Background: an optimization exercise with open tools, aiming at small area, a short achievable clock period and few clock cycles. Do not read the settings as production practice. Only simulation tests tie the RTL to the original design; equivalence was not proved. Power is estimated from default activity; no workload was simulated.

==> build 49 <==
// divider
module divider(
	input wire [31:0] dividend,
	input wire [31:0] divisor,
	input clk,
	input rst,
	input start,
	output wire [31:0] quotient,
	output wire [31:0] remainder,
	output wire busy,
	output wire done
);
Settings: LEC_CHECK=0, CAP_MARGIN=20, CORE_MARGIN=2, CORE_UTILIZATION=60, PLACE_DENSITY=0.65, SETUP_SLACK_MARGIN=2.5, SLEW_MARGIN=20; clock period 8.0 ns.
standard.sh (not shown) runs the stock make flow with config.mk's settings and CLKGATE_MAP_FILE= SYNTH_SCRIPT=/design/flow/synth_recipe.tcl, a recipe that flattens the netlist after the stock synthesis.
==> flow/flow/run.sh <==
#!/bin/bash
set -euo pipefail
export BUFFER_PORTS_ARGS="-buffer_cell sky130_fd_sc_hd__buf_1"
export CTS_ARGS="-sink_clustering_enable -repair_clock_nets -dont_use_dummy_load"
bash standard.sh > standard_flow.log 2>&1
==> build 64: changes against build 49 <==
--- a/flow/design.v
+++ b/flow/design.v
@@ -6,18 +6,17 @@
 	input start,
 	output wire [31:0] quotient,
 	output wire [31:0] remainder,
 	output wire busy,
 	output wire done
 );
 	reg [31:0] q;
 	reg [31:0] r;
-	reg [32:0] dn;        
-	wire [32:0] d = ~dn;
+	reg [32:0] d;
 	reg running;
 	reg done_r;
 	assign quotient = q;
 	assign remainder = r;
 	assign busy = running;
 	assign done = done_r;
 	function [5:0] lzc;
 		input [31:0] x;
@@ -335,17 +334,17 @@
 	wire sb_G5_30 = sb_G4_30 | (sb_P4_30 & sb_G4_15);
 	wire sb_G5_31 = sb_G4_31 | (sb_P4_31 & sb_G4_15);
 	wire [31:0] sb_cv = {sb_G5_30, sb_G5_29, sb_G5_28, sb_G5_27, sb_G5_26, sb_G5_25, sb_G5_24, sb_G5_23, sb_G5_22, sb_G5_21, sb_G5_20, sb_G5_19, sb_G5_18, sb_G5_17, sb_G5_16, sb_G4_15, sb_G4_14, sb_G4_13, sb_G4_12, sb_G4_11, sb_G4_10, sb_G4_9, sb_G4_8, sb_G3_7, sb_G3_6, sb_G3_5, sb_G3_4, sb_G2_3, sb_G2_2, sb_G1_1, sb_G0_0, 1'b1};
 	wire [31:0] sb_d = sb_p ^ sb_cv;
 	wire sb_c = sb_G5_31;
 	wire ge2 = sb_c;
 	wire [31:0] r2 = ge2 ? sb_d : r1;
 	always @(posedge clk)
-		dn <= running ? {2'b11, dn[32:2]} : ~s4;
+		d <= running ? d >> 2 : s4;
 	wire trivial = b_zero | b_one | a_less;
 	wire [31:0] mark = 32'h40000000 >> {sh[4:1], 1'b0};
 	wire acc = ~running & start;
 	wire hold = ~running & ~start;
 	always @(posedge clk) begin
 		r <= ({32{acc}} & dividend & {32{~b_one}}) | ({32{running}} & r2) | ({32{hold}} & r);
 		q <= ({32{acc}} & ({32{b_zero}} | (dividend & {32{b_one}}) | (mark & {32{~trivial}})))
 			| ({32{running}} & {q[29:0], ge1, ge2}) | ({32{hold}} & q);
==> flow/flow/run.sh (replaced) <==
#!/bin/bash
set -euo pipefail
export BUFFER_PORTS_ARGS="-buffer_cell sky130_fd_sc_hd__buf_1"
export CTS_ARGS="-sink_clustering_enable -repair_clock_nets -dont_use_dummy_load -sink_clustering_size 30 -sink_clustering_max_diameter 200"
bash standard.sh > standard_flow.log 2>&1
CORE_UTILIZATION = 40   (was 60)
PLACE_DENSITY = 0.6   (was 0.65)
==> qor summary <==
metric	build 64	build 49
Outcome	complete, no violations	complete, no violations
Power in the clock group	0.000383 W	0.000380 W
Cell area after synthesis	9079 sq um	8876 sq um
Post-placement cell count	1,543	1,373
Post-layout nets	1,443	1,392
Clock slew at the register clock pins of the worst setup and hold paths	60 ps	70 ps
Area fraction in compound gates after synthesis	30.42%	30.31%
Top achievable clock speed	187.7 MHz	184.1 MHz
Combinational power	0.00413 W	0.00377 W
Worst Hold Slack	467.0 ps	493.9 ps
Clock skew after layout	22.12 ps	14.60 ps
Sequential cell area	1986 sq um	1997 sq um
Total Power Consumption	0.005335 W	0.005009 W
Synth Area in Adders	12.35%	12.63%
Area of the die	23,920 sq um	15,780 sq um
Portion of netlist area occupied by mux cells	7.098%	8.557%
Data arrival time of the worst path	5550 ps	5650 ps
Via count of the first global-routing pass	8,511	8,424
Worst supply voltage drop on vdd	0.2192 mV	0.3321 mV
Worst reg2reg startpoint	d[16]$_DFF_P_	r[0]$_DFF_P_
Portion of synthesized cell area occupied by the leading cell type	21.83%	22.33%
Ratio of final minimum period to clock period	66.58%	67.89%
Non-CTS buffers	170	184
Slew Limit Headroom	58.14%	25.94%
Clock network fraction of total power	7.2%	7.6%
GR Util All Layers	25.71%	37.56%
Testbench counts of build 49, summed over its fixed seeds: cycles 5,255.
Testbench counts of build 64, summed over its fixed seeds: cycles 5,255.

-- static timing again, ports no longer ideal --
No port has a modelled driver above. Below, the same layouts with a new extraction and two added sets of constraints. Step 1 sets driving cells, clkbuf_16 on the clock port and buf_2 on the other inputs (assumed; they add their load-dependent delay and slew). Step 2 times the ports against the registers' clock, not the clock port: input delays grow and output delays shrink by t, the midpoint of the rising clock arrivals with the driver on. Three values: ideal ports, drivers, drivers and shift; two values: the first two.
| run | t (ns) | setup WS [ns] | clock arrival spread, ns | cell pins on the clock port's net |
|---|---|---|---|---|
| build 49 | 0.393 | 2.569 / 2.593 / 2.200 | 0.015 / 0.015 | 1 |
| build 64 | 0.397 | 2.673 / 2.699 / 2.302 | 0.022 / 0.023 | 1 |
After both steps setup and hold are still met in every run listed. The setup slack of build 64, which loses most, moves by +0.026 ns with the drivers and by -0.371 ns with both steps.
